From an optimization exercise on the open Yosys and OpenROAD flow, aimed at small area and a short achievable clock period; shortcuts taken in it are not production practice. The RTL was checked by simulation tests, not by an equivalence proof against the original design.

oak:
==> flow/design.v <==
`timescale 1ns / 1ps
module mcu_single_cycle(clk, nClear, instr_in, pc_out, write_back_data);
	input clk, nClear;
	input [15:0] instr_in;
	output [15:0] pc_out;
	output [15:0] write_back_data;
	wire [3:0] op = instr_in[15:12];
	wire [3:0] fa = instr_in[11:8];
	wire [3:0] fb = instr_in[7:4];
	wire [3:0] fc = instr_in[3:0];
	wire [15:0] imm = {{12{fc[3]}}, fc};
	wire is_and  = (op == 4'h0);
	wire is_or   = (op == 4'h1);
	wire is_add  = (op == 4'h2);
	wire is_addi = (op == 4'h3);
	wire is_sub  = (op == 4'h6);
	wire is_slt  = (op == 4'h7);
	wire is_lw   = (op == 4'h8);
	wire is_sw   = (op == 4'hA);
	wire is_bne  = (op == 4'hE);
	wire is_jmp  = (op == 4'hF);
	wire reg_write = is_and | is_or | is_add | is_addi | is_sub | is_slt | is_lw;
	wire [3:0] dst = (is_addi | is_lw) ? fb : fc;
	reg [15:0] rf [0:15];
	reg [15:0] valid;
	wire [15:0] sel_a = valid & (16'd1 << fa);
	wire [15:0] sel_b = valid & (16'd1 << fb);
	reg [15:0] ra, rb;
	integer i;
	always @(*) begin
		ra = 16'd0;
		rb = 16'd0;
		for (i = 0; i < 16; i = i + 1) begin
			ra = ra | ({16{sel_a[i]}} & rf[i]);
			rb = rb | ({16{sel_b[i]}} & rf[i]);
		end
	end
	reg [15:0] dm [0:15];
	reg [15:0] sel_m;
	reg [3:0] t;
	integer j;
	always @(*)
		for (j = 0; j < 16; j = j + 1) begin
			t = j[3:0] - fc;
			sel_m[j] = (ra[3:0] == t);
		end
	reg [15:0] mdata;
	always @(*) begin
		mdata = 16'd0;
		for (j = 0; j < 16; j = j + 1)
			mdata = mdata | ({16{sel_m[j]}} & dm[j]);
	end
	wire sub = is_sub | is_slt;
	wire [15:0] opb = is_addi ? imm : (sub ? ~rb : rb);
	wire [15:0] sum = ra + opb + {15'd0, sub};
	wire [15:0] wb = ({16{is_lw}} & mdata)
	               | ({16{is_and}} & (ra & rb))
	               | ({16{is_or}} & (ra | rb))
	               | ({16{is_slt}} & {15'd0, sum[15]})
	               | ({16{is_add | is_addi | is_sub}} & sum);
	assign write_back_data = wb;
	reg [15:0] pc;
	assign pc_out = pc;
	wire taken = is_bne & (ra != rb);
	wire [4:0] k = taken ? ({fc[3], fc} + 5'd1) : 5'd1;
	wire [5:0] lo = {1'b0, pc[4:0]} + {1'b0, k};
	wire [10:0] hi_inc = pc[15:5] + 11'd1;
	wire [10:0] hi_dec = pc[15:5] - 11'd1;
	wire [10:0] hi = (lo[5] & ~k[4]) ? hi_inc : ((~lo[5] & k[4]) ? hi_dec : pc[15:5]);
	wire [15:0] pc_add = {hi, lo[4:0]};
	wire [15:0] pc_next = is_jmp ? {pc_add[15:12], instr_in[11:0]} : pc_add;
	always @(posedge clk or negedge nClear)
		if (!nClear) pc <= 16'd0;
		else pc <= pc_next;
	always @(posedge clk or negedge nClear)
		if (!nClear) valid <= 16'd0;
		else if (reg_write) valid[dst] <= 1'b1;
	always @(posedge clk)
		if (reg_write) rf[dst] <= wb;
	integer w;
	always @(posedge clk)
		for (w = 0; w < 16; w = w + 1)
			if (is_sw & sel_m[w]) dm[w] <= rb;
endmodule
export LEC_CHECK = 0
export CAP_MARGIN = 20
export CORE_MARGIN = 2
export CORE_UTILIZATION = 65
export PLACE_DENSITY = 0.75
export SETUP_SLACK_MARGIN = 5
export SLEW_MARGIN = 20
create_clock -name core_clock -period 16.0 [get_ports {clk}]
standard.sh (not shown) runs the stock make flow with config.mk's settings and CLKGATE_MAP_FILE= SYNTH_SCRIPT=/design/flow/synth_recipe.tcl, a recipe that flattens the netlist after the stock synthesis.
==> flow/flow/run.sh <==
#!/bin/bash
# The standard layout (standard.sh), with these changes:
# - clock tree: small clock buffers, no dummy clock loads
# - port buffers: a plain buffer cell, which the repair steps can resize
# Everything make prints goes to flow.log; ORFS keeps each step's own log under orfs/logs.
here=$PWD
bash standard.sh \
  "CTS_ARGS=-sink_clustering_enable -repair_clock_nets -dont_use_dummy_load -sink_clustering_size 18 -sink_clustering_max_diameter 60 -buf_list {sky130_fd_sc_hd__clkbuf_4 sky130_fd_sc_hd__clkbuf_8}" \
  "BUFFER_PORTS_ARGS=-buffer_cell sky130_fd_sc_hd__buf_4" \
  "SLEW_MARGIN=0" \
  "CAP_MARGIN=0" \
  finish > flow.log 2>&1
#### Input delta (pine over oak)
- PLACE_DENSITY now 0.6, was 0.75
- CORE_UTILIZATION now 40, was 65
==> flow/flow/run.sh <==
#!/bin/bash
# Standard layout with a larger setup-repair target; the log is kept in flow.log.
bash standard.sh SETUP_SLACK_MARGIN=8 finish > flow.log 2>&1
### Flow results
pine finished every stage and its layout cleared the timing, design-rule and antenna checks. Taking oak as 1.0, pine lands at 1.05 on final HPWL from detailed placement. Side by side, post-route worst setup slack turned out higher in pine than in oak. Between pine and oak, it is pine whose post-CTS setup buffer count is higher, by 160. A slowest stage cell on the critical path of nor2_4 is what oak shows, while ha_1 belongs to pine. pine reports its end point of the critical path as write_back_data[0] while oak reports write_back_data[4]. Relative to oak, buffer count excluding the clock tree in the final layout increased by 176 in pine.
The following lists how birch was set up differently from pine:
- TNS_END_PERCENT: unset -> 0
- PLACE_DENSITY: 0.6 -> 0.7
- CORE_UTILIZATION: 40 -> 60
==> flow/flow/run.sh <==
#!/bin/bash
# The standard layout (standard.sh), with these changes:
# - clock tree: small clock buffers, no dummy clock loads
# - port buffers: a plain buffer cell, which the repair steps can resize
# Everything make prints goes to flow.log; ORFS keeps each step's own log under orfs/logs.
here=$PWD
bash standard.sh \
  "CTS_ARGS=-sink_clustering_enable -repair_clock_nets -dont_use_dummy_load -sink_clustering_size 18 -sink_clustering_max_diameter 60 -buf_list {sky130_fd_sc_hd__clkbuf_4 sky130_fd_sc_hd__clkbuf_8}" \
  "BUFFER_PORTS_ARGS=-buffer_cell sky130_fd_sc_hd__buf_2" \
  finish > flow.log 2>&1
Notes after the runs:
- [birch] clock latency at the later pin of the worst-skew pair rose 0.03 ns relative to pine
- HPWL after detailed placement for birch: 1400 um down relative to pine
- birch vs pine, average wire length per cell after detail routing went up by 4.2 um.
- NOTE: register-to-register slack in birch falls short of that of pine

-- what the ideal ports hide --
No port has a modelled driver above. Below, the same layouts with a new extraction and two added sets of constraints.
Step 1 sets driving cells, clkbuf_16 on the clock port and buf_2 on the other inputs (assumed; they add their load-dependent delay and slew).
Step 2 times the ports against the registers' clock, not the clock port: input delays grow and output delays shrink by t, the midpoint of the rising clock arrivals with the driver on.
Slacks: ideal ports / drivers / drivers and shift; pairs: ideal ports / drivers.
run	shift t [ns]	slack for setup (ns)	worst setup path at the end
oak	0.682	5.132 / 5.108 / 5.108	input to output
pine	0.666	5.338 / 5.303 / 5.303	input to output
birch	0.674	5.014 / 4.991 / 4.991	input to output
After both steps setup and hold are still met in every run listed. For pine, which loses most, drivers alone change the setup slack by -0.035 ns; drivers and shift together by -0.035 ns.
